Source: an optimization exercise on an open RTL-to-GDS flow (aim: small area). Production flows keep margins and buffers that such runs may drop. In this exercise RTL edits were held to simulation tests only and were not proved equivalent to the original. No driver is modelled on the clock port, so clock power and skew are understated where the tree is cut down; a real chip needs a root buffer or a tree.

run G:
==> module ALU, before the edit <==
module ALU( input [15:0] A,B,
				input [3:0] aluC,
				input carryIn,
				output [15:0] nZ,
				output carryOut,
				output carryLoad );
	wire x, t, no2, ma, y0, y1;
	u_xor2  d0( .A(aluC[1]), .B(aluC[0]), .Y(x) );
	u_inv   d1( .A(aluC[2]), .Y(no2) );
	u_nand2 d2( .A(x), .B(aluC[3]), .Y(t) );
	u_mux2  d3( .A0(x), .A1(t), .S(aluC[2]), .X(y1) );
	u_a22o  d4( .A1(x), .A2(aluC[3]), .B1(aluC[1]), .B2(no2), .X(y0) );
	u_o21ai d5( .A1(aluC[3]), .A2(aluC[0]), .B1(no2), .Y(ma) );
	wire ks  = (aluC[3:1] == 3'b010);
	wire nks = ~ks;
	wire kq  = (aluC[3:2] == 2'b00) | (aluC[3:1] == 3'b010) | (aluC == 4'b0110) | (aluC == 4'b1010) | (aluC == 4'b1111);
	wire ke  = (aluC[3:1] == 3'b011);
	wire kgt = (aluC == 4'b1101);
	wire keq = (aluC == 4'b1110);
	wire k1  = (aluC == 4'b1001);
	wire [8:0] cc;
	wire [7:0] pp;       
	wire [15:0] p, e, nam;
	wire nZa0;
	assign cc[0] = (aluC == 4'b0101) & carryIn;
	genvar k;
	generate for (k = 0; k < 8; k = k + 1) begin : pairs
		if (k % 2 == 0) begin : t
			wire nch, G, P;
			if (k == 0) begin : b0
				aluBitT lo( .a(A[0]), .b(B[0]), .ma(ma), .y0(y0), .y1(y1), .kq(kq), .ke(ke), .ks(ks),
				            .c(cc[0]), .nam(nam[0]), .p(p[0]), .e(e[0]), .nz(nZa0) );
			end else begin : bk
				aluBitT lo( .a(A[2*k]), .b(B[2*k]), .ma(ma), .y0(y0), .y1(y1), .kq(kq), .ke(ke), .ks(ks),
				            .c(cc[k]), .nam(nam[2*k]), .p(p[2*k]), .e(e[2*k]), .nz(nZ[2*k]) );
			end
			u_a21oi c1( .A1(p[2*k]), .A2(cc[k]), .B1(e[2*k]), .Y(nch) );
			aluBitN hi( .a(A[2*k+1]), .b(B[2*k+1]), .ma(ma), .y0(y0), .y1(y1), .kq(kq), .ke(ke), .nks(nks),
			            .nc(nch), .nam(nam[2*k+1]), .p(p[2*k+1]), .e(e[2*k+1]), .nz(nZ[2*k+1]) );
			u_a21o  g( .A1(p[2*k+1]), .A2(e[2*k]), .B1(e[2*k+1]), .X(G) );
			u_and2  q( .A(p[2*k+1]), .B(p[2*k]), .X(P) );
			assign pp[k] = P;
			u_a21oi c2( .A1(P), .A2(cc[k]), .B1(G), .Y(cc[k+1]) );
		end else begin : n
			wire ch, nG, nP;
			aluBitN lo( .a(A[2*k]), .b(B[2*k]), .ma(ma), .y0(y0), .y1(y1), .kq(kq), .ke(ke), .nks(nks),
			            .nc(cc[k]), .nam(nam[2*k]), .p(p[2*k]), .e(e[2*k]), .nz(nZ[2*k]) );
			u_mux2i c1( .A0(nam[2*k]), .A1(cc[k]), .S(p[2*k]), .Y(ch) );
			aluBitT hi( .a(A[2*k+1]), .b(B[2*k+1]), .ma(ma), .y0(y0), .y1(y1), .kq(kq), .ke(ke), .ks(ks),
			            .c(ch), .nam(nam[2*k+1]), .p(p[2*k+1]), .e(e[2*k+1]), .nz(nZ[2*k+1]) );
			u_a21oi g( .A1(p[2*k+1]), .A2(e[2*k]), .B1(e[2*k+1]), .Y(nG) );
			u_nand2 q( .A(p[2*k+1]), .B(p[2*k]), .Y(nP) );
			assign pp[k] = nP;
			u_o21ai c2( .A1(nP), .A2(cc[k]), .B1(nG), .Y(cc[k+1]) );
		end
	end endgenerate
	wire allP = (&{pp[6], pp[4], pp[2], pp[0]}) & ~(|{pp[7], pp[5], pp[3], pp[1]});
	wire ncmp = ~((cc[8] & kgt) | (allP & keq) | k1);
	assign nZ[0] = nZa0 & ncmp;
	assign carryLoad = (aluC[3:1] == 3'b010) | (aluC == 4'b1011) | (aluC == 4'b1100);
	assign carryOut = aluC[3] ? aluC[2] : (cc[8] & ~allP);
endmodule
==> module u_mux2, before the edit <==
module u_mux2(input A0, A1, S, output X); assign X = S ? A1 : A0; endmodule
clock: 5.5 ns
lec_check: 0
cap_margin: 0
core_margin: 2
core_utilization: 40
gpl_timing_driven: 0
setup_slack_margin: -0.2
slew_margin: 0
synth_hierarchical: 1
synth_minimum_keep_size: 0
standard.sh (not shown) runs the stock make flow with config.mk's settings and CLKGATE_MAP_FILE= SYNTH_SCRIPT=/design/flow/synth_recipe.tcl, a recipe that flattens the netlist after the stock synthesis.
==> flow/flow/run.sh <==
#!/bin/bash
# Own flow: the standard layout (standard.sh) with a few ORFS hooks.
#  - every port keeps its buffer, made with the smallest buffer cell
#  - before floorplan, combinational cells go to their smallest drive
#    strength; the flow's timing repair upsizes only where timing needs it
#  - the clock network is built by hand (pre_cts.tcl): CK4 drives one clock
#    buffer for the rising-edge registers and the synthesis inverter for the
#    falling-edge ones
#  - power recovery after global routing downsizes cells with slack left
set -euo pipefail
here=$(pwd)
export BUFFER_PORTS_ARGS="-buffer_cell sky130_fd_sc_hd__buf_1"
export PRE_FLOORPLAN_TCL="$here/flow/downsize.tcl"
export PRE_CTS_TCL="$here/flow/pre_cts.tcl"
export FLOW_CLK_BUF=sky130_fd_sc_hd__clkbuf_8
export FLOW_CLK_INV=sky130_fd_sc_hd__clkinv_4
export RECOVER_POWER=100
bash standard.sh > "$here/standard_flow.log" 2>&1
Other scripts of this flow, unchanged in this note and not shown: flow/flow/downsize.tcl, flow/flow/pre_cts.tcl
Run G: flow completed, timing, DRC and antenna clean
What run Y does differently from run G at the input level:
--- a/flow/design.v
+++ b/flow/design.v
@@ -3,13 +3,13 @@
 				input carryIn,
 				output [15:0] nZ,
 				output carryOut,
 				output carryLoad );
-	wire x, t, no2, ma, y0, y1;
+	wire x, no2, a32, ma, y0, y1;
 	u_xor2  d0( .A(aluC[1]), .B(aluC[0]), .Y(x) );
 	u_inv   d1( .A(aluC[2]), .Y(no2) );
-	u_nand2 d2( .A(x), .B(aluC[3]), .Y(t) );
-	u_mux2  d3( .A0(x), .A1(t), .S(aluC[2]), .X(y1) );
+	u_and2  d2( .A(aluC[3]), .B(aluC[2]), .X(a32) );
+	u_mux2i d3( .A0(no2), .A1(a32), .S(x), .Y(y1) );
 	u_a22o  d4( .A1(x), .A2(aluC[3]), .B1(aluC[1]), .B2(no2), .X(y0) );
 	u_o21ai d5( .A1(aluC[3]), .A2(aluC[0]), .B1(no2), .Y(ma) );
 	wire ks  = (aluC[3:1] == 3'b010);
 	wire nks = ~ks;
@@ -84,9 +84,8 @@
 endmodule
 module u_a22oi(input A1, A2, B1, B2, output Y); assign Y = ~((A1 & A2) | (B1 & B2)); endmodule
 module u_a21o(input A1, A2, B1, output X); assign X = (A1 & A2) | B1; endmodule
 module u_and2(input A, B, output X); assign X = A & B; endmodule
-module u_mux2(input A0, A1, S, output X); assign X = S ? A1 : A0; endmodule
 module u_a22o(input A1, A2, B1, B2, output X); assign X = (A1 & A2) | (B1 & B2); endmodule
 module u_a21oi(input A1, A2, B1, output Y); assign Y = ~((A1 & A2) | B1); endmodule
 module u_inv(input A, output Y); assign Y = ~A; endmodule
 module u_o21ai(input A1, A2, B1, output Y); assign Y = ~((A1 | A2) & B1); endmodule
--- outcome ---
- As far as synthesized cell count goes, run G and run Y are indistinguishable; the numbers are identical.
- Run Y against run G: critical path data required time level, worst hold slack moved down, post-DP HPWL moved down, utilization of the core after routing level, number of antenna violations at the first check in global routing level.
In every run of this note, the design's own scripts or RTL, not TritonCTS, make the clock network.
